This design comes from an exercise in tuning for small area and a short achievable clock period on the open sky130 flow, not from production work. The RTL was checked by simulation tests, not by an equivalence proof against the original design. Power figures rest on the tool's default switching activity, not on a simulated workload.

## flow/design.v (module list and top-level ports; edited modules follow where they fit)
// module FIR: 2742 lines
// module fa3: 4 lines
// module ha2: 4 lines
// module hb2: 4 lines
// module xn2: 3 lines
// module or2m: 3 lines
// module xr2: 3 lines
// module an2: 3 lines
// module nr2: 3 lines
// module iv: 3 lines
// module ao21: 3 lines
// module rz: 3 lines
// module rs: 3 lines
module FIR #
(
    parameter inbit = 11,
    parameter outbit = 23,
    parameter n=32
)
(
    input rst,
    input clk,
    input wire signed [inbit-1:0] infix,
    output reg signed [outbit-1:0] outfix
);
  // ...
==> flow/run.sh <==
#!/bin/bash
# synth_recipe.tcl (not shown) runs the flow's synth.tcl, then flattens the netlist and writes it again
# the make line also repeats each setting of config.mk as NAME=value (left out here)
make -C /OpenROAD-flow-scripts/flow DESIGN_CONFIG=/design/flow/config.mk WORK_HOME=/design/flow/orfs CLKGATE_MAP_FILE= SYNTH_SCRIPT=/design/flow/synth_recipe.tcl finish
==> flow/config.mk <==
export PLATFORM = sky130hd
export DESIGN_NAME = FIR
export DESIGN_NICKNAME = FIR
export VERILOG_FILES = /design/flow/design.v
export SDC_FILE = /design/flow/constraint.sdc
export NUM_CORES = 4
export LEC_CHECK = 0
export CAP_MARGIN = 20
export CORE_MARGIN = 2
export CORE_UTILIZATION = 40
export CTS_BUF_LIST = sky130_fd_sc_hd__clkbuf_16
export CTS_CLUSTER_DIAMETER = 100
export CTS_CLUSTER_SIZE = 28
export SETUP_SLACK_MARGIN = 2.1
export SLEW_MARGIN = 20
export SYNTH_HIERARCHICAL = 1
==> flow/constraint.sdc <==
create_clock -name core_clock -period 4.2 [get_ports {clk}]
set_input_delay 0.8400 -clock core_clock [delete_from_list [all_inputs] [get_ports {clk}]]
set_output_delay 0.8400 -clock core_clock [all_outputs]
set_load 0.01 [all_outputs]
==> results.json, run 1 <==
{
  "outcome": "finished clean",
  "power_clock_uw": 3320,
  "largest_register_ff_count": 20,
  "pin_count": 36,
  "grt_setup_unrepaired": "yes",
  "place_inst": 3247,
  "final_common_cell": "dfxtp_1",
  "grt_busiest_layer": "met2",
  "worstPathCellList": "buf_4 -> fa_1 -> fa_1 -> fa_1 -> nand2_1",
  "synth_top_family_by_area": "adder cells",
  "cts_root_buffer": "clkbuf_16",
  "track_usage_pct": 15.2,
  "nNetsFinal": 2944,
  "cp_num_buf_inv": 1,
  "grt_util_met3_pct": 1.67,
  "p_clk_share_pct": 23.1,
  "overflow": 0,
  "grt_pass1_wl_mm": 95.1,
  "synth-edff-count": 0,
  "wl_met3_mm": 1.19,
  "synth_top_area_cell": "dfxtp_1",
  "yosysTopAreaCellShare_pct": 46.7,
  "die_area_um2": 77700,
  "portBuffers": 35,
  "numCtsBuffers": 29,
  "area_delta_synth_final_pct": 10.4,
  "p_switching_uw": 4040,
  "inverters": 30
}
==> run 2: changes to the inputs <==
==> flow/config.mk (replaced) <==
export PLATFORM = sky130hd
export DESIGN_NAME = FIR
export DESIGN_NICKNAME = FIR
export VERILOG_FILES = /design/flow/design.v
export SDC_FILE = /design/flow/constraint.sdc
export NUM_CORES = 4
export LEC_CHECK = 0
export CAP_MARGIN = 0
export CORE_MARGIN = 2
export CORE_UTILIZATION = 40
export CTS_BUF_LIST = sky130_fd_sc_hd__clkbuf_16
export CTS_CLUSTER_DIAMETER = 100
export CTS_CLUSTER_SIZE = 25
export SETUP_SLACK_MARGIN = 2.1
export SLEW_MARGIN = 0
export SYNTH_HIERARCHICAL = 1
==> results.json, run 2 <==
{
  "ys_seq_area_share_pct": 46.7,
  "min_path_type": "flip-flop to flip-flop",
  "die_area_um2": 77700,
  "grt_pass1_wl_mm": 95.6,
  "nNetsFinal": 2950,
  "drt_iter0_drc": 587,
  "dpl.hpwl_mm": 38.7,
  "postRouteAntennaNets": 0,
  "gp_congestion": 0.785,
  "clock_latency_ns": 0.59,
  "preCtsSetupSlack_ns": 1.31,
  "grt_setup_unrepaired": "yes",
  "critPathMaxStageDelay_ns": 0.59,
  "crit_family": "adder cells",
  "design_area_um2": 33500,
  "largest_register_ff_count": 20,
  "synth_warnings": 7,
  "synth-edff-count": 0,
  "path_max_fanout": 7,
  "ys_ff_latch": 705,
  "startpoint_type": "flip-flop",
  "yosysUniqueCellTypes": 21,
  "wl_mm": 54.3,
  "vdd_drop_max_uv": 293,
  "r2r_cells": 4,
  "numCtsBuffers": 34,
  "worst_pin_slew_ns": 0.854,
  "htree_num_levels": 2,
  "track_usage_pct": 15.4,
  "fmax_mhz": 474,
  "crit_end": "A6_8_1$_DFF_P_",
  "antenna_found_initial": 0,
  "diodes": 0,
  "grt_max_degree": 155,
  "fin_crit_sh_pct": 50.2,
  "nFillCells": 6780,
  "num_rows": 100,
  "timing.rr.end": "A6_8_1$_DFF_P_",
  "clk_pin_slew_ns": 0.10,
  "layout_common_cells": "615 x dfxtp_1, 506 x fa_1, 280 x nor2_1, 268 x nand2_1, 119 x nor2b_1",
  "cap_violations": 0,
  "synthCells": 2256,
  "dr.pass1.iters": 5,
  "drt-wirelength-per-cell_um": 16.3,
  "met2_usage_pct": 26.4,
  "setup_tns_ns": 0,
  "finalWorstSetupSlack_ns": 2.09,
  "hold_viol_final": 0,
  "grt_busiest_layer": "met2",
  "fin_crit_ns": 2.11,
  "critPathLaunch": "U9[5]$_SDFF_PP0_",
  "die_y_um": 279,
  "setup_viol": 0,
  "synthTopCellsByCount": "705 x dfxtp_1, 534 x fa_1, 280 x nor2_1",
  "slew_viol_final": 0,
  "final_common_cell": "dfxtp_1",
  "synth_async_sr_flop_share_pct": 0,
  "worstPathArrival_ns": 2.57,
  "clockBufferDepth": 3,
  "cp_num_buf_inv": 0,
  "area_delta_synth_final_pct": 11.0,
  "drc": 0,
  "syn_avg_cell_area_um2": 13.4,
  "portBuffers": 35,
  "critPathRequiredTime_ns": 4.66,
  "timing.rr.start": "U9[5]$_SDFF_PP0_",
  "vias_per_cell": 4.58,
  "cpMaxStageDelayCell": "fa_1",
  "final_util_pct": 45.0,
  "synthTopCellsByArea": "dfxtp_1 47%, fa_1 35%, nor2_1 3.5%",
  "start_util_pct": 40.5,
  "cts_tree": "done",
  "leakage_uw": 0.0132,
  "yosysMostFrequentCell": "dfxtp_1",
  "worstPathCellList": "fa_1 -> fa_2 -> fa_1 -> nor2_1",
  "pin_count": 36,
  "cellPowerDensity_nw_per_um2": 439,
  "top_register": "outfix",
  "use_met1_pct": 21.0,
  "vias": 15300,
  "placed_cell_area_um2": 31800,
  "relSlewSlack_pct": 43.1,
  "rrSetupSlack_ns": 2.09,
  "synth_ff_type": "dfxtp_1",
  "core-area_um2": 74600,
  "end_kind": "flip-flop",
  "synth_area_um2": 30200,
  "overflow": 0,
  "die_x_um": 279,
  "path_class": "flip-flop to flip-flop",
  "drive_above_1_share_pct": 12.1,
  "cts.sinks": 705,
  "synth_top_area_cell": "dfxtp_1",
  "crit_path_frequent_cell": "fa_1",
  "hold_ws_ns": 0.367,
  "path_depth": 4,
  "yosysTopAreaCellShare_pct": 46.7,
  "grt_util_met3_pct": 1.91,
  "skew_ns": 0.0208,
  "outcome": "finished clean",
  "grt_pass1_vias": 17900,
  "cts_root_buffer": "clkbuf_16"
}
==> run 2: logic make-up after synthesis <==
kind of cell | after synthesis | synth area share, %
other | 1 | 0.0124
xor gates and xnor gates | 91 | 2.64
buffers and inverters | 52 | 0.770
and+or+nand+nor | 787 | 11.8
adders and majority gates | 567 | 36.8
AOI/OAI and AO/OA | 53 | 1.32
DFF | 705 | 46.7
==> run 2: worst min path at each step <==
stage,start,endpoint,slack (ns),cells after the start
floorplan,A12_16_0$_DFF_P_,A11_16_0$_DFF_P_,0.34,1
global placement,A5_1_0$_DFF_P_,A4_1_0$_DFF_P_,0.34,1
detailed placement,A12_16_0$_DFF_P_,A11_16_0$_DFF_P_,0.35,1
CTS,A5_2_1$_DFF_P_,A4_2_1$_DFF_P_,0.37,1
global route,A5_2_1$_DFF_P_,A4_2_1$_DFF_P_,0.38,1
finish,A5_2_1$_DFF_P_,A4_2_1$_DFF_P_,0.37,1
==> run 2: repair_timing <==
item | 4_1_cts | 5_1_grt
pin swaps | 6 | 30
buffers inserted | 10 | 46
resized for setup | 165 | 65
setup endpoints to repair | 238 | 84
hold buffers | 0 | 0
==> run 2: Yosys stat by module, one instance, submodules excluded, excerpt <==
module  copies in the design  cells
fa3                      534      1
rz                       262      1
rs                       268      1
ha2                       28      1
nr2                       18      1
ao21                      53      1
xn2                       29      1
==> run 2: worst reg2reg max path: stages, from the launching register on <==
cell	delay [ns]
dfxtp_4	0.42
fa_1	0.60
fa_2	0.46
fa_1	0.49
nor2_1	0.04
==> run 2: metrics by stage <==
stage,total power (uW),std cells
global route,15800,3342
global placement,11100,3247
CTS,14900,3296
finish,14700,3342
detailed placement,11200,3247
floorplan,10300,2257
==> run 2: per-layer routing <==
metal | wire (um) | vias up
met4 | 974 | 0
met5 | 0 | -
met1 | 24900 | 8065
met3 | 1260 | 58
li1 | - | 7068
met2 | 27200 | 111
==> run 2: area by class of cell <==
class                   instances  area, um^2  share of cell area [%]
inverters                      30         116                   0.347
well taps                     969        1210                    3.62
multi-input cells            1500       16000                    47.7
clock inverters                 2        25.0                  0.0746
flip-flops and latches        705       14400                    42.9
clock buffers                  37         926                    2.76
repair buffers                 99         867                    2.59
==> run 2: power by group <==
part	internal (uW)	switching, uW
clock	1590	2120
sequential	7310	376
combinational	1700	1620
==> run 3: changes to the inputs <==
==> flow/config.mk (replaced) <==
export PLATFORM = sky130hd
export DESIGN_NAME = FIR
export DESIGN_NICKNAME = FIR
export VERILOG_FILES = /design/flow/design.v
export SDC_FILE = /design/flow/constraint.sdc
export NUM_CORES = 4
export LEC_CHECK = 0
export CAP_MARGIN = 20
export CORE_MARGIN = 2
export CORE_UTILIZATION = 40
export CTS_BUF_LIST = sky130_fd_sc_hd__clkbuf_16
export CTS_CLUSTER_DIAMETER = 100
export CTS_CLUSTER_SIZE = 25
export SETUP_SLACK_MARGIN = 2.0
export SLEW_MARGIN = 20
export SYNTH_HIERARCHICAL = 1
==> results.json, run 3 <==
{
  "final_common_cell": "dfxtp_1",
  "vias_per_cell": 4.52,
  "largest_register_ff_count": 20,
  "ys_ff_latch": 705,
  "hold_ws_ns": 0.372,
  "grt_pass1_wl_mm": 96.2,
  "wl_mm": 53.9,
  "postRouteAntennaNets": 0,
  "placed_cell_area_um2": 31800,
  "worstPathCellList": "fa_1 -> fa_1 -> fa_1 -> nor2_1",
  "htree_num_levels": 2,
  "overflow": 0,
  "leakage_uw": 0.0129,
  "start_util_pct": 40.5,
  "setup_tns_ns": 0,
  "cellPowerDensity_nw_per_um2": 442,
  "grt_setup_unrepaired": "yes",
  "vdd_drop_max_uv": 256,
  "timing.rr.start": "U12[8]$_SDFF_PP1_",
  "critPathLaunch": "U12[8]$_SDFF_PP1_",
  "gp_congestion": 0.779,
  "drt_iter0_drc": 625,
  "cts_tree": "done",
  "critPathMaxStageDelay_ns": 0.51,
  "fmax_mhz": 467,
  "antenna_found_initial": 0,
  "ys_seq_area_share_pct": 46.7,
  "design_area_um2": 32900,
  "cts_root_buffer": "clkbuf_16",
  "dr.pass1.iters": 6,
  "die_area_um2": 77700,
  "top_register": "outfix",
  "die_x_um": 279,
  "diodes": 0,
  "outcome": "finished clean",
  "stdcell_count": 3285,
  "area_delta_synth_final_pct": 8.93,
  "yosysMostFrequentCell": "dfxtp_1",
  "min_from": "A6_0_0$_DFF_P_",
  "startpoint_type": "flip-flop",
  "layout_common_cells": "636 x dfxtp_1, 534 x fa_1, 280 x nor2_1, 268 x nand2_1, 119 x nor2b_1",
  "skew_ns": 0.0230,
  "place_inst": 3246,
  "cts.sinks": 705,
  "yosysUniqueCellTypes": 21,
  "portBuffers": 35,
  "clock_latency_ns": 0.58,
  "yosysTopAreaCellShare_pct": 46.7,
  "synth_area_um2": 30200,
  "slew_viol_final": 0,
  "final_util_pct": 44.1,
  "syn_avg_cell_area_um2": 13.4,
  "clockBufferDepth": 3,
  "numCtsBuffers": 34,
  "fin_crit_sh_pct": 51.0,
  "path_class": "flip-flop to flip-flop",
  "synth_ff_type": "dfxtp_1",
  "worstPathArrival_ns": 2.59,
  "critPathRequiredTime_ns": 4.65,
  "synth_warnings": 7,
  "setup_viol": 0,
  "end_kind": "flip-flop",
  "synth_top_area_cell": "dfxtp_1",
  "grt_max_degree": 181,
  "drive_above_1_share_pct": 7.38,
  "die_y_um": 279,
  "worst_pin_slew_ns": 0.895,
  "grt_pass1_vias": 17700,
  "dpl.hpwl_mm": 38.9,
  "clk_pin_slew_ns": 0.09,
  "synthTopCellsByCount": "705 x dfxtp_1, 534 x fa_1, 280 x nor2_1",
  "num_rows": 100,
  "synthTopCellsByArea": "dfxtp_1 47%, fa_1 35%, nor2_1 3.5%",
  "nFillCells": 6804,
  "cp_num_buf_inv": 0,
  "drt-wirelength-per-cell_um": 16.4,
  "nNetsFinal": 2894,
  "path_max_fanout": 6,
  "relSlewSlack_pct": 40.4,
  "cap_violations": 0,
  "min_path_type": "flip-flop to flip-flop",
  "pin_count": 36,
  "drc": 0,
  "hold_viol_final": 0,
  "cpMaxStageDelayCell": "dfxtp_2",
  "fin_crit_ns": 2.14,
  "track_usage_pct": 15.5,
  "crit_path_frequent_cell": "fa_1",
  "synth_async_sr_flop_share_pct": 0,
  "synth-edff-count": 0,
  "vias": 14800,
  "crit_family": "adder cells",
  "synthCells": 2256,
  "core-area_um2": 74600
}
-- run 3: cell types whose count changed in the layout (fill, tap and decap cells not counted), moves of 3 or more --
cell       before  now
and2_1         35   38
buf_4          59    3
clkbuf_16      37   34
dfxtp_1       615  636
dfxtp_4        65   44
fa_1          506  534
fa_2           28    0
-- run 3: worst reg2reg max path, cell delays in order (launching register included) --
cell	delay [ns]
dfxtp_2	0.51
fa_1	0.50
fa_1	0.46
fa_1	0.49
nor2_1	0.04
-- run 3: Yosys stat by module (local to each module, per instance), excerpt --
| module | flip-flops and latches | cell area (um^2) |
|---|---|---|
| fa3 | 0 | 20.0 |
| ha2 | 0 | 12.5 |
| xr2 | 0 | 8.76 |
| xn2 | 0 | 8.76 |
| ao21 | 0 | 7.51 |
| an2 | 0 | 6.26 |
| or2m | 0 | 6.26 |
| rs | 0 | 3.75 |
| nr2 | 0 | 3.75 |
| rz | 0 | 3.75 |
| iv | 0 | 3.75 |
-- run 3: where the power goes --
| part | leakage, uW | internal, uW | switching [uW] |
|---|---|---|---|
| combinational | 0.00670 | 1640 | 1590 |
| clock | 0.000445 | 1490 | 2120 |
| sequential | 0.00576 | 7320 | 372 |
| total | 0.0129 | 10500 | 4090 |
-- run 3: area by class of cell --
cell class / count / area [um^2] / area share (%)
inverters: 30 / 116 / 0.354
well taps: 969 / 1210 / 3.69
clock buffers: 34 / 851 / 2.59
repair buffers: 43 / 458 / 1.39
clock inverters: 4 / 53.8 / 0.164
multi-input cells: 1500 / 15900 / 48.3
flip-flops and latches: 705 / 14300 / 43.5
-- run 3: stage by stage --
step                power, uW  setup slack [ns]
finish                  14500              2.06
global route            15600              1.97
CTS                     14800              2.00
detailed placement      11200              1.28
global placement        11200              1.31
floorplan               10300             0.469
-- run 3: kinds of logic (layout without fill, tap and decap cells) --
group / Yosys count / count (layout) / share of synthesized area [%]
simple gates: 787 / 787 / 11.8
xor+xnor: 91 / 91 / 2.64
other cells: 1 / 2 / 0.0124
buf+inv: 52 / 111 / 0.770
flops: 705 / 705 / 46.7
compound gates: 53 / 53 / 1.32
fa+ha+maj: 567 / 567 / 36.8
-- run 3: final timing paths --
| path | endpoint | slack, ns | cells past startpoint |
|---|---|---|---|
| setup / recovery | A10_10_1$_DFF_P_ | 2.06 | 4 |
| hold / removal | A5_0_0$_DFF_P_ | 0.37 | 1 |
| hold reg to reg | A5_0_0$_DFF_P_ | 0.37 | 1 |
| setup reg to reg | A10_10_1$_DFF_P_ | 2.06 | 4 |
-- run 3: repair_timing --
| item | 4_1_cts | 5_1_grt |
|---|---|---|
| buffers inserted | 1 | 0 |
| hold buffers | 0 | 0 |
| endpoints found under the setup margin | 175 | 58 |
| gates resized for setup | 99 | 51 |
| pin swaps | 1 | 0 |
-- run 3: routing by layer --
layer	track usage, %	part of all wire [%]
met1	21.1	46
met2	26.6	50
met3	1.97	2.5
met4	3.13	1.7
met5	0	0
==> run 4: changes to the inputs <==
--- a/flow/config.mk
+++ b/flow/config.mk
@@ -11,6 +11,6 @@
 export CTS_BUF_LIST = sky130_fd_sc_hd__clkbuf_16
 export CTS_CLUSTER_DIAMETER = 100
 export CTS_CLUSTER_SIZE = 25
-export SETUP_SLACK_MARGIN = 2.0
+export SETUP_SLACK_MARGIN = 1.9
 export SLEW_MARGIN = 20
 export SYNTH_HIERARCHICAL = 1
==> results.json, run 4 <==
{
  "outcome": "finished clean",
  "htree_num_levels": 2,
  "timing.rr.start": "U0[10]$_DFF_P_",
  "portBuffers": 35,
  "min_from": "A6_0_0$_DFF_P_",
  "wl_mm": 54.0,
  "numCtsBuffers": 34,
  "synth_area_um2": 30200,
  "path_max_fanout": 4,
  "critPathRequiredTime_ns": 4.67,
  "vias_per_cell": 4.53,
  "track_usage_pct": 15.5,
  "fin_crit_ns": 2.24,
  "synth_top_area_cell": "dfxtp_1",
  "drt_iter0_drc": 635,
  "synthTopCellsByCount": "705 x dfxtp_1, 534 x fa_1, 280 x nor2_1",
  "synthTopCellsByArea": "dfxtp_1 47%, fa_1 35%, nor2_1 3.5%",
  "drive_above_1_share_pct": 6.99,
  "top_register": "outfix",
  "dr.pass1.iters": 4,
  "die_y_um": 279,
  "cts_root_buffer": "clkbuf_16",
  "setup_viol": 0,
  "num_rows": 100,
  "layout_common_cells": "646 x dfxtp_1, 534 x fa_1, 280 x nor2_1, 268 x nand2_1, 119 x nor2b_1",
  "slew_viol_final": 0,
  "vdd_drop_max_uv": 256,
  "synth_warnings": 7,
  "fin_crit_sh_pct": 53.2,
  "grt_setup_unrepaired": "yes",
  "grt_max_degree": 181,
  "yosysTopAreaCellShare_pct": 46.7,
  "drc": 0,
  "timing.rr.end": "A1_11_1$_DFF_P_",
  "diodes": 0,
  "rrSetupSlack_ns": 1.96,
  "yosysUniqueCellTypes": 21,
  "grt_util_met3_pct": 1.96,
  "largest_register_ff_count": 20,
  "worst_pin_slew_ns": 0.947,
  "use_met1_pct": 21.1,
  "pin_count": 36,
  "grt_pass1_wl_mm": 96.2,
  "hold_ws_ns": 0.372,
  "min_path_type": "flip-flop to flip-flop",
  "overflow": 0,
  "die_area_um2": 77700,
  "cap_violations": 0,
  "syn_avg_cell_area_um2": 13.4,
  "nNetsFinal": 2894,
  "worstPathArrival_ns": 2.70,
  "synth_ff_type": "dfxtp_1",
  "ys_ff_latch": 705,
  "cts_hold_repair.buffers": 0,
  "dpl.hpwl_mm": 38.9,
  "nFillCells": 6828,
  "clk_pin_slew_ns": 0.10,
  "yosysMostFrequentCell": "dfxtp_1",
  "gp_congestion": 0.779,
  "met2_usage_pct": 26.6,
  "die_x_um": 279,
  "area_delta_synth_final_pct": 8.60,
  "clockBufferDepth": 3,
  "grt_busiest_layer": "met2",
  "cts_tree": "done",
  "synth_async_sr_flop_share_pct": 0,
  "core-area_um2": 74600,
  "synth-edff-count": 0,
  "hold_path_depth": 1,
  "final_common_cell": "dfxtp_1",
  "ys_seq_area_share_pct": 46.7,
  "hold_end": "A5_0_0$_DFF_P_",
  "end_kind": "flip-flop",
  "grt_pass1_vias": 17700,
  "startpoint_type": "flip-flop",
  "leakage_uw": 0.0129,
  "cts.sinks": 705,
  "hold_viol_final": 0,
  "r2r_cells": 4,
  "vias": 14900,
  "fmax_mhz": 447,
  "clock_latency_ns": 0.59,
  "drt-wirelength-per-cell_um": 16.4,
  "postRouteAntennaNets": 0,
  "path_class": "flip-flop to flip-flop",
  "antenna_found_initial": 0,
  "synthCells": 2256,
  "relSlewSlack_pct": 36.9,
  "skew_ns": 0.0229,
  "start_util_pct": 40.5,
  "cellPowerDensity_nw_per_um2": 444,
  "setup_tns_ns": 0
}
## run 4: per-layer routing
metal  wire length (um)  part of all wire [%]
met3               1410                   2.6
met2              26900                    50
met1              24700                    46
met4                923                   1.7
met5                  0                     0
## run 4: critical path: stages (launching register included)
cell     delay [ns]
dfxtp_1        0.61
fa_1           0.53
fa_1           0.47
fa_1           0.49
nand2_1        0.04
## run 4: modules after synthesis (local to each module, per instance), a selection
module  times used  area, um^2  cells inside  flip-flops and latches
an2             38        6.26             1                       0
ao21            53        7.51             1                       0
ha2             28        12.5             1                       0
iv               2        3.75             1                       0
nr2             18        3.75             1                       0
or2m            26        6.26             1                       0
xn2             29        8.76             1                       0
## run 4: worst max-delay path by stage
stage / startpoint / depth (start not counted) / end / slack [ns]
detailed placement: infix[1] / 8 / U0[10]$_DFF_P_ / 1.28
global placement: infix[1] / 8 / U0[10]$_DFF_P_ / 1.31
global route: A0_2_1$_DFF_P_ / 8 / outfix[19]$_DFF_P_ / 1.89
floorplan: rst / 4 / A0_0_0$_DFF_P_ / 0.47
CTS: outfix[14]$_DFF_P_ / 1 / outfix[14] / 1.90
finish: U0[10]$_DFF_P_ / 4 / A1_11_1$_DFF_P_ / 1.96
## run 4: cells by family after synthesis
logic type,count (synthesis),share of synthesized area [%]
compound gates,53,1.32
xor+xnor,91,2.64
buf+inv,52,0.770
flops,705,46.7
simple gates,787,11.8
fa+ha+maj,567,36.8
other cells,1,0.0124
## run 4: layout make-up
cell class / instances / area, um^2 / area share (%)
well taps: 969 / 1210 / 3.70
flip-flops and latches: 705 / 14200 / 43.3
inverters: 30 / 116 / 0.355
clock buffers: 34 / 851 / 2.59
repair buffers: 43 / 480 / 1.46
multi-input cells: 1500 / 15900 / 48.5
clock inverters: 4 / 53.8 / 0.164
## run 4: where the power goes
| part | internal, uW | switching (uW) | total [uW] |
|---|---|---|---|
| logic | 1640 | 1590 | 3230 |
| registers | 7350 | 371 | 7720 |
| clock network | 1490 | 2130 | 3620 |
## run 4: timing repair
item | 4_1_cts | 5_1_grt
setup buffers | 0 | 1
endpoints found under the setup margin | 107 | 17
resized for setup | 73 | 20
cloned | 0 | 0
pin swaps | 0 | 0
## run 4: per-stage QoR
| stage | setup slack (ns) | utilization (%) | cells | area [um^2] | total power (uW) |
|---|---|---|---|---|---|
| after floorplan | 0.469 | - | 2257 | 30200 | 10300 |
| after global placement | 1.31 | 42.6 | 3246 | 31800 | 11200 |
| after detailed placement | 1.28 | 42.6 | 3246 | 31800 | 11200 |
| after CTS | 1.90 | 43.9 | 3284 | 32700 | 14800 |
| after global routing | 1.89 | 44.0 | 3285 | 32800 | 15600 |
| final | 1.96 | 44.0 | 3285 | 32800 | 14600 |
==> run 5: changes to the inputs <==
--- a/flow/config.mk
+++ b/flow/config.mk
@@ -11,6 +11,6 @@
 export CTS_BUF_LIST = sky130_fd_sc_hd__clkbuf_16
 export CTS_CLUSTER_DIAMETER = 100
 export CTS_CLUSTER_SIZE = 25
-export SETUP_SLACK_MARGIN = 1.9
+export SETUP_SLACK_MARGIN = 2.1
 export SLEW_MARGIN = 20
 export SYNTH_HIERARCHICAL = 1
==> results.json, run 5 <==
{
  "synthCells": 2256,
  "synth-edff-count": 0,
  "track_usage_pct": 15.4,
  "synth_ff_type": "dfxtp_1",
  "relSlewSlack_pct": 43.1,
  "crit_path_frequent_cell": "fa_1",
  "diodes": 0,
  "gp_congestion": 0.785,
  "grt_pass1_vias": 17900,
  "cp_num_buf_inv": 0,
  "clockBufferDepth": 3,
  "drive_above_1_share_pct": 12.1,
  "die_area_um2": 77700,
  "layout_common_cells": "615 x dfxtp_1, 506 x fa_1, 280 x nor2_1, 268 x nand2_1, 119 x nor2b_1",
  "preCtsSetupSlack_ns": 1.31,
  "grt_max_degree": 155,
  "final_util_pct": 45.0,
  "drc": 0,
  "outcome": "finished clean",
  "crit_family": "adder cells",
  "ys_seq_area_share_pct": 46.7,
  "vdd_drop_max_uv": 293,
  "syn_avg_cell_area_um2": 13.4,
  "start_util_pct": 40.5,
  "min_path_type": "flip-flop to flip-flop",
  "critPathMaxStageDelay_ns": 0.59,
  "dpl.hpwl_mm": 38.7,
  "clk_pin_slew_ns": 0.10,
  "final_common_cell": "dfxtp_1",
  "pin_count": 36,
  "leakage_uw": 0.0132,
  "drt-wirelength-per-cell_um": 16.3,
  "top_register": "outfix",
  "path_max_fanout": 7,
  "synthTopCellsByArea": "dfxtp_1 47%, fa_1 35%, nor2_1 3.5%",
  "register_area_um2": 14400,
  "finalWorstSetupSlack_ns": 2.09,
  "synth_async_sr_flop_share_pct": 0,
  "overflow": 0,
  "synth_area_um2": 30200,
  "cts_root_buffer": "clkbuf_16",
  "end_kind": "flip-flop",
  "synth_top_area_cell": "dfxtp_1",
  "die_y_um": 279,
  "area_delta_synth_final_pct": 11.0,
  "hold_ws_ns": 0.367,
  "rrSetupSlack_ns": 2.09,
  "skew_ns": 0.0208,
  "totalPowerFinal_uw": 14700,
  "synth_warnings": 7,
  "dr.pass1.iters": 5,
  "wl_mm": 54.3,
  "clock_latency_ns": 0.59,
  "grt_setup_unrepaired": "yes",
  "largest_register_ff_count": 20,
  "multiInputGateArea_um2": 16000,
  "die_x_um": 279,
  "yosysMostFrequentCell": "dfxtp_1",
  "fin_crit_ns": 2.11,
  "synthTopCellsByCount": "705 x dfxtp_1, 534 x fa_1, 280 x nor2_1",
  "numCtsBuffers": 34,
  "fin_crit_sh_pct": 50.2,
  "yosysUniqueCellTypes": 21,
  "worstPathCellList": "fa_1 -> fa_2 -> fa_1 -> nor2_1",
  "vias": 15300,
  "drt_iter0_drc": 587,
  "nNetsFinal": 2950,
  "slew_viol_final": 0,
  "postRouteAntennaNets": 0,
  "worst_pin_slew_ns": 0.854,
  "core-area_um2": 74600,
  "grt_pass1_wl_mm": 95.6,
  "nFillCells": 6780,
  "cpMaxStageDelayCell": "fa_1",
  "htree_num_levels": 2,
  "worstPathArrival_ns": 2.57,
  "path_class": "flip-flop to flip-flop",
  "cellPowerDensity_nw_per_um2": 439,
  "cts_tree": "done",
  "num_rows": 100,
  "antenna_found_initial": 0,
  "cap_violations": 0,
  "critPathRequiredTime_ns": 4.66,
  "fmax_mhz": 474,
  "hold_viol_final": 0,
  "setup_viol": 0,
  "startpoint_type": "flip-flop",
  "ys_ff_latch": 705,
  "vias_per_cell": 4.58,
  "yosysTopAreaCellShare_pct": 46.7,
  "portBuffers": 35,
  "cts.sinks": 705,
  "setup_tns_ns": 0
}
## run 5: cell types whose count changed in the layout (fill, tap and decap cells not counted), sizes merged
cell	before	now
buf	9	65
dlygate4sd2	18	27
dlymetal6s2s	10	3
clkbuf	34	38
clkdlybuf4s50	6	3
inv	32	30
## run 5: cells by family (layout without fill, tap and decap cells)
group,after synthesis,in the layout,synth area share (%)
AOI/OAI and AO/OA,53,53,1.32
adders and majority gates,567,567,36.8
and+or+nand+nor,787,787,11.8
buffers and inverters,52,168,0.770
xor gates and xnor gates,91,91,2.64
DFF,705,705,46.7
other,1,2,0.0124
## run 5: worst paths after layout
check / from / endpoint / cells after the start
min: A5_2_1$_DFF_P_ / A4_2_1$_DFF_P_ / 1
max: U9[5]$_SDFF_PP0_ / A6_8_1$_DFF_P_ / 4
max reg2reg: U9[5]$_SDFF_PP0_ / A6_8_1$_DFF_P_ / 4
min reg2reg: A5_2_1$_DFF_P_ / A4_2_1$_DFF_P_ / 1
## run 5: timing repair
item                                    4_1_cts  5_1_grt
endpoints found under the setup margin      238       84
setup buffers                                10       46
resized for setup                           165       65
hold buffers                                  0        0
pin swaps                                     6       30
cloned                                        0        0
## run 5: power by group
group          switching, uW  leakage, uW  total [uW]  internal [uW]
registers                376      0.00578        7690           7310
clock network           2120     0.000467        3710           1590
logic                   1620      0.00692        3330           1700
total                   4110       0.0132       14700          10600
## run 5: per-module statistics from Yosys (local to each module, per instance), a selection
module | cells | area (um^2) | flops+latches | times used
ha2 | 1 | 12.5 | 0 | 28
FIR | 936 | 15500 | 705 | 1
rs | 1 | 3.75 | 0 | 268
an2 | 1 | 6.26 | 0 | 38
xn2 | 1 | 8.76 | 0 | 29
xr2 | 1 | 8.76 | 0 | 62
fa3 | 1 | 20.0 | 0 | 534
ao21 | 1 | 7.51 | 0 | 53
rz | 1 | 3.75 | 0 | 262
or2m | 1 | 6.26 | 0 | 26
nr2 | 1 | 3.75 | 0 | 18
iv | 1 | 3.75 | 0 | 2
## run 5: per-stage QoR
stage,instances,area (um^2)
2_1_floorplan,2257,30200
3_3_place_gp,3247,31800
3_5_place_dp,3247,31800
4_1_cts,3296,33000
5_1_grt,3342,33500
6_report,3342,33500
## run 5: area by class of cell
class	instances	share of cell area, %
well taps	969	3.62
clock inverters	2	0.0746
inverters	30	0.347
multi-input cells	1500	47.7
repair buffers	99	2.59
clock buffers	37	2.76
flip-flops and latches	705	42.9
## run 5: per-layer routing
metal	GRT usage [%]	wire (um)
met5	0	0
met4	3.28	974
met3	1.91	1260
met2	26.4	27200
met1	21.0	24900
==> run 6: changes to the inputs <==
--- a/flow/config.mk
+++ b/flow/config.mk
@@ -11,6 +11,6 @@
 export CTS_BUF_LIST = sky130_fd_sc_hd__clkbuf_16
 export CTS_CLUSTER_DIAMETER = 100
 export CTS_CLUSTER_SIZE = 25
-export SETUP_SLACK_MARGIN = 2.1
+export SETUP_SLACK_MARGIN = 2.05
 export SLEW_MARGIN = 20
 export SYNTH_HIERARCHICAL = 1
==> results.json, run 6 <==
{
  "end_kind": "flip-flop",
  "die_area_um2": 77700,
  "ys_ff_latch": 705,
  "grt_setup_unrepaired": "yes",
  "numCtsBuffers": 34,
  "synth_top_family_by_area": "adder cells",
  "critPathMaxStageDelay_ns": 0.56,
  "cellPowerDensity_nw_per_um2": 440,
  "synthCells": 2256,
  "htree_num_levels": 2,
  "num_rows": 100,
  "synth_area_um2": 30200,
  "nFillCells": 6795,
  "grt_pass1_wl_mm": 96.2,
  "synthTopCellsByCount": "705 x dfxtp_1, 534 x fa_1, 280 x nor2_1",
  "dr.pass1.iters": 4,
  "synthTopCellsByArea": "dfxtp_1 47%, fa_1 35%, nor2_1 3.5%",
  "nNetsFinal": 2910,
  "overflow": 0,
  "grt_pass1_vias": 17700,
  "path_max_fanout": 6,
  "relSlewSlack_pct": 39.2,
  "drive_above_1_share_pct": 8.53,
  "totalPowerFinal_uw": 14600,
  "register_area_um2": 14400,
  "preCtsSetupSlack_ns": 1.28,
  "drt_iter0_drc": 669,
  "yosysTopAreaCellShare_pct": 46.7,
  "outcome": "finished clean",
  "synth_ff_type": "dfxtp_1",
  "syn_avg_cell_area_um2": 13.4,
  "synth_async_sr_flop_share_pct": 0,
  "layout_common_cells": "628 x dfxtp_1, 533 x fa_1, 280 x nor2_1, 268 x nand2_1, 119 x nor2b_1",
  "diodes": 0,
  "critPathRequiredTime_ns": 4.65,
  "core-area_um2": 74600,
  "yosysMostFrequentCell": "dfxtp_1",
  "setup_tns_ns": 0,
  "drt-wirelength-per-cell_um": 16.4,
  "cts.sinks": 705,
  "die_y_um": 279,
  "final_common_cell": "dfxtp_1",
  "min_path_type": "flip-flop to flip-flop",
  "fin_crit_ns": 2.10,
  "synthSimpleGateAreaFrac_pct": 11.8,
  "synth-edff-count": 0,
  "cap_violations": 0,
  "antenna_found_initial": 0,
  "stdcell_count": 3301,
  "cts_root_buffer": "clkbuf_16",
  "synth_warnings": 7,
  "portBuffers": 35,
  "place_inst": 3246,
  "grt_max_degree": 181,
  "gp_congestion": 0.779,
  "pin_count": 36,
  "startpoint_type": "flip-flop",
  "cpMaxStageDelayCell": "fa_1",
  "start_util_pct": 40.5,
  "cts_tree": "done",
  "clock_latency_ns": 0.59,
  "leakage_uw": 0.0130,
  "synth_xor_area_share_pct": 2.64,
  "synth.area.mux_share_pct": 0,
  "track_usage_pct": 15.5,
  "placed_cell_area_um2": 31800,
  "vdd_drop_max_uv": 256,
  "multiInputGateArea_um2": 15900,
  "ys_seq_area_share_pct": 46.7,
  "die_x_um": 279,
  "area_delta_synth_final_pct": 9.50,
  "fin_crit_sh_pct": 50.1,
  "vias": 15000,
  "finalWorstSetupSlack_ns": 2.10,
  "worstPathCellList": "fa_1 -> fa_1 -> fa_1 -> nand2_1",
  "fmax_mhz": 475,
  "vias_per_cell": 4.54,
  "crit_path_frequent_cell": "fa_1",
  "crit_family": "adder cells",
  "design_area_um2": 33100,
  "worstPathArrival_ns": 2.56,
  "synth_top_area_cell": "dfxtp_1",
  "skew_ns": 0.0242,
  "dpl.hpwl_mm": 38.9,
  "top_register": "outfix",
  "hold_viol_final": 0,
  "worst_pin_slew_ns": 0.912,
  "clockBufferDepth": 3,
  "clk_pin_slew_ns": 0.10,
  "wl_mm": 54.0,
  "slew_viol_final": 0,
  "path_class": "flip-flop to flip-flop",
  "synth_compound_area_share_pct": 1.32,
  "drc": 0,
  "largest_register_ff_count": 20,
  "postRouteAntennaNets": 0,
  "yosysUniqueCellTypes": 21,
  "setup_viol": 0,
  "cp_num_buf_inv": 0,
  "synthAdderAreaFrac_pct": 36.8
}
==> run 6: cells by family (layout without fill, tap and decap cells) <==
kind of cell | after synthesis | count (layout)
xor gates and xnor gates | 91 | 91
buffers and inverters | 52 | 127
and+or+nand+nor | 787 | 787
other | 1 | 2
adders and majority gates | 567 | 567
AOI/OAI and AO/OA | 53 | 53
DFF | 705 | 705
==> run 6: area by class of cell <==
type,instances,area share [%]
multi-input combinational,1500,48.1
sequential,705,43.4
tap,969,3.67
clock buffer,34,2.57
timing repair buffer,59,1.71
inverter,30,0.352
clock inverter,4,0.163
==> run 6: routing by layer <==
metal,global-route usage (%),vias to the layer above,part of all wire [%]
met4,3.13,0,1.7
met1,21.1,7819,46
met2,26.6,104,50
li1,-,7001,-
met5,0,-,0
met3,1.97,58,2.3
==> run 6: worst reg2reg max path, delay by kind of cell (launching register included) <==
| kind | cells | cell delay [ns] |
|---|---|---|
| adders and majority gates | 3 | 1.50 |
| DFF | 1 | 0.42 |
| and+or+nand+nor | 1 | 0.05 |
==> run 6: timing repair <==
item	in CTS	in global routing
setup buffers	1	16
gates resized for setup	133	43
hold buffers	0	0
endpoints found under the setup margin	199	61
pin swaps	1	4
==> run 6: power by group <==
group	internal, uW	switching [uW]
combinational	1660	1600
sequential	7310	372
clock	1490	2120
total	10500	4100
==> run 6: modules after synthesis (local to each module, per instance), excerpt <==
| module | flops+latches | area (um^2) |
|---|---|---|
| FIR | 705 | 15500 |
| fa3 | 0 | 20.0 |
| an2 | 0 | 6.26 |
| rs | 0 | 3.75 |
| rz | 0 | 3.75 |
| xn2 | 0 | 8.76 |
| iv | 0 | 3.75 |
| nr2 | 0 | 3.75 |
| ha2 | 0 | 12.5 |
==> run 6: through the flow <==
stage	util, %	hold slack (ns)
4_1_cts	44.0	0.371
2_1_floorplan	-	0.343
3_5_place_dp	42.6	0.350
6_report	44.4	0.373
3_3_place_gp	42.6	0.346
5_1_grt	44.4	0.388
==> run 6: final timing paths <==
kind	startpoint	end	slack (ns)	cells after the start
worst max-delay path	U10[7]$_SDFF_PP0_	A6_7_1$_DFF_P_	2.10	4
worst min-delay path	A4_0_0$_DFF_P_	A3_0_0$_DFF_P_	0.37	1
worst max register to register	U10[7]$_SDFF_PP0_	A6_7_1$_DFF_P_	2.10	4
worst min register to register	A4_0_0$_DFF_P_	A3_0_0$_DFF_P_	0.37	1
==> run 7: changes to the inputs <==
--- a/flow/config.mk
+++ b/flow/config.mk
@@ -10,7 +10,7 @@
 export CORE_UTILIZATION = 40
 export CTS_BUF_LIST = sky130_fd_sc_hd__clkbuf_16
 export CTS_CLUSTER_DIAMETER = 100
-export CTS_CLUSTER_SIZE = 25
+export CTS_CLUSTER_SIZE = 28
 export SETUP_SLACK_MARGIN = 2.05
 export SLEW_MARGIN = 20
 export SYNTH_HIERARCHICAL = 1
==> results.json, run 7 <==
{
  "crit_family": "adder cells",
  "grt_pass1_wl_mm": 95.8,
  "worstPathArrival_ns": 2.61,
  "highest-signal-layer": "met4",
  "start_util_pct": 40.5,
  "startpoint_type": "flip-flop",
  "clockBufferDepth": 3,
  "synth_area_um2": 30200,
  "synth_ff_type": "dfxtp_1",
  "portBuffers": 35,
  "synth_warnings": 7,
  "synth_top_area_cell": "dfxtp_1",
  "path_max_fanout": 7,
  "setup_tns_ns": 0,
  "yosysTopAreaCellShare_pct": 46.7,
  "setup_viol": 0,
  "timing.rr.end": "A6_11_1$_DFF_P_",
  "die_y_um": 279,
  "fin_crit_sh_pct": 50.7,
  "yosysUniqueCellTypes": 21,
  "slew_viol_final": 0,
  "syn_avg_cell_area_um2": 13.4,
  "cap_violations": 0,
  "wl_met3_mm": 1.53,
  "worstPathCellList": "fa_1 -> fa_2 -> fa_1 -> nor2_1",
  "pin_count": 36,
  "cts.sinks": 705,
  "dpl.hpwl_mm": 38.9,
  "vdd_drop_max_uv": 294,
  "cellPowerDensity_nw_per_um2": 435,
  "htree_num_levels": 1,
  "top_register": "outfix",
  "fmax_mhz": 470,
  "synth-edff-count": 0,
  "place_inst": 3246,
  "critPathMaxStageDelay_ns": 0.56,
  "cpMaxStageDelayCell": "fa_1",
  "vias_per_cell": 4.53,
  "dr.pass1.iters": 4,
  "worst_pin_slew_ns": 0.999,
  "final_common_cell": "dfxtp_1",
  "min_path_type": "flip-flop to flip-flop",
  "numCtsBuffers": 29,
  "stdcell_count": 3310,
  "crit_path_frequent_cell": "fa_1",
  "path_class": "flip-flop to flip-flop",
  "area_delta_synth_final_pct": 9.73,
  "cp_num_buf_inv": 0,
  "critPathRequiredTime_ns": 4.68,
  "grt_pass1_vias": 17700,
  "drive_above_1_share_pct": 9.44,
  "ys_seq_area_share_pct": 46.7,
  "synthCells": 2256,
  "grt_max_degree": 181,
  "largest_register_ff_count": 20,
  "fin_crit_ns": 2.13,
  "leakage_uw": 0.0130,
  "outcome": "finished clean",
  "cts_hold_repair.buffers": 0,
  "hold_viol_final": 0,
  "drt-wirelength-per-cell_um": 16.3,
  "ys_ff_latch": 705,
  "track_usage_pct": 15.3,
  "met1_length_mm": 24.9,
  "die_area_um2": 77700,
  "vias": 15000,
  "diodes": 0,
  "clk_pin_slew_ns": 0.11,
  "die_x_um": 279,
  "core-area_um2": 74600,
  "grt_setup_unrepaired": "yes",
  "r2r_cells": 4,
  "rrSetupSlack_ns": 2.07,
  "end_kind": "flip-flop",
  "cts_tree": "done",
  "synthTopCellsByArea": "dfxtp_1 47%, fa_1 35%, nor2_1 3.5%",
  "timing.rr.start": "U9[8]$_SDFF_PP0_",
  "drt_iter0_drc": 652,
  "synthTopCellsByCount": "705 x dfxtp_1, 534 x fa_1, 280 x nor2_1",
  "wl_met2_mm": 26.9,
  "layout_common_cells": "626 x dfxtp_1, 523 x fa_1, 280 x nor2_1, 268 x nand2_1, 119 x nor2b_1",
  "nNetsFinal": 2918,
  "cts_root_buffer": "clkbuf_16",
  "skew_ns": 0.0267,
  "gp_congestion": 0.779,
  "num_rows": 100,
  "min_from": "A4_0_0$_DFF_P_",
  "relSlewSlack_pct": 33.4,
  "yosysMostFrequentCell": "dfxtp_1",
  "hold_path_depth": 1,
  "hold_end": "A3_0_0$_DFF_P_",
  "postRouteAntennaNets": 0,
  "drc": 0,
  "antenna_found_initial": 0,
  "clock_latency_ns": 0.62,
  "wl_mm": 54.1,
  "overflow": 0,
  "synth_async_sr_flop_share_pct": 0
}
run 7: logic make-up (layout without fill, tap and decap cells):
| kind of cell | after synthesis | in the layout | share of synthesized area (%) |
|---|---|---|---|
| DFF | 705 | 705 | 46.7 |
| xor gates and xnor gates | 91 | 91 | 2.64 |
| other | 1 | 2 | 0.0124 |
| AOI/OAI and AO/OA | 53 | 54 | 1.32 |
| and+or+nand+nor | 787 | 787 | 11.8 |
| adders and majority gates | 567 | 567 | 36.8 |
| buffers and inverters | 52 | 135 | 0.770 |
run 7: per-module statistics from Yosys (local to each module, per instance), a selection:
module	cells	area [um^2]	times used
FIR	936	15500	1
fa3	1	20.0	534
ha2	1	12.5	28
xn2	1	8.76	29
xr2	1	8.76	62
ao21	1	7.51	53
an2	1	6.26	38
or2m	1	6.26	26
iv	1	3.75	2
nr2	1	3.75	18
rs	1	3.75	268
rz	1	3.75	262
run 7: metal layers:
layer  vias up  track usage [%]
met3        46             1.87
met1      7816             21.0
met2       116             26.6
li1       7017                -
met5         -                0
met4         0             2.10
run 7: power by group:
| part | internal, uW | total (uW) | leakage [uW] | switching [uW] |
|---|---|---|---|---|
| Clock | 1380 | 3410 | 0.000400 | 2030 |
| Sequential | 7310 | 7690 | 0.00577 | 375 |
| Combinational | 1680 | 3320 | 0.00683 | 1640 |
run 7: how the worst max path moves through the flow:
| stage | slack [ns] | to | from | cells after the start |
|---|---|---|---|---|
| 3_3_place_gp | 1.31 | U0[10]$_DFF_P_ | infix[1] | 8 |
| 5_1_grt | 2.02 | A2_6_1$_DFF_P_ | U7[5]$_SDFF_PP1_ | 4 |
| 6_report | 2.07 | A6_11_1$_DFF_P_ | U9[8]$_SDFF_PP0_ | 4 |
| 3_5_place_dp | 1.28 | U0[10]$_DFF_P_ | infix[1] | 8 |
| 4_1_cts | 2.05 | outfix[21] | outfix[19]$_DFF_P_ | 1 |
| 2_1_floorplan | 0.47 | A0_0_0$_DFF_P_ | rst | 4 |
run 7: per-stage QoR:
stage          utilization [%]  setup slack [ns]  power (uW)  hold WS [ns]  instance area, um^2
5_1_grt                   44.4              2.02       15500         0.388                33100
3_3_place_gp              42.6              1.31       11200         0.346                31800
3_5_place_dp              42.6              1.28       11200         0.350                31800
6_report                  44.4              2.07       14400         0.375                33100
2_1_floorplan                -             0.469       10300         0.343                30200
4_1_cts                   43.9              2.05       14600         0.379                32800
run 7: layout make-up:
| type | instances | area [um^2] |
|---|---|---|
| clock buffers | 29 | 726 |
| fillers | 6783 | 41400 |
| flip-flops and latches | 705 | 14400 |
| multi-input cells | 1501 | 16000 |
| well taps | 969 | 1210 |
| repair buffers | 71 | 682 |
| clock inverters | 5 | 88.8 |
| inverters | 30 | 116 |
run 7: repair_timing:
item | in CTS | in global routing
cloned | 0 | 1
endpoints found under the setup margin | 197 | 65
setup buffers | 1 | 28
resized for setup | 132 | 59
pin swaps | 1 | 8

-- static timing again, ports no longer ideal --
How much do the figures lean on ideal ports? The routed layouts below were timed once more, with nothing changed but the port constraints. Step 1, drivers: a clkbuf_16 drives clk and a buf_2 each remaining input, both assumed. Step 2 moves the port delays by t, midway between the first and last clock arrival at a register: inputs arrive t later, outputs are due t later. That takes back most of the time a late clock gives input paths. Slacks: no drivers / after step 1 / after step 2; pairs: no drivers / after step 1.
run | shift t [ns] | setup WS [ns] | worst setup path after step 2 | worst register clock-pin slew, ns | worst slew at a driven data input, ns
run 1 | 0.656 | 2.087 / 2.087 / 1.539 | input to register | 0.11 / 0.11 | 0.05
run 2 | 0.633 | 2.091 / 2.090 / 1.560 | input to register | 0.10 / 0.10 | 0.05
run 3 | 0.632 | 2.058 / 2.058 / 1.562 | input to register | 0.10 / 0.10 | 0.05
run 4 | 0.632 | 1.965 / 1.965 / 1.403 | input to register | 0.10 / 0.10 | 0.05
run 5 | 0.633 | 2.091 / 2.090 / 1.560 | input to register | 0.10 / 0.10 | 0.05
run 6 | 0.633 | 2.095 / 2.083 / 1.561 | input to register | 0.10 / 0.10 | 0.05
run 7 | 0.667 | 2.071 / 2.071 / 1.559 | input to register | 0.11 / 0.11 | 0.05
After both steps setup and hold are still met in every run listed. For run 4, which loses most, drivers alone change the setup slack by 0.000 ns; drivers and shift together by -0.562 ns.
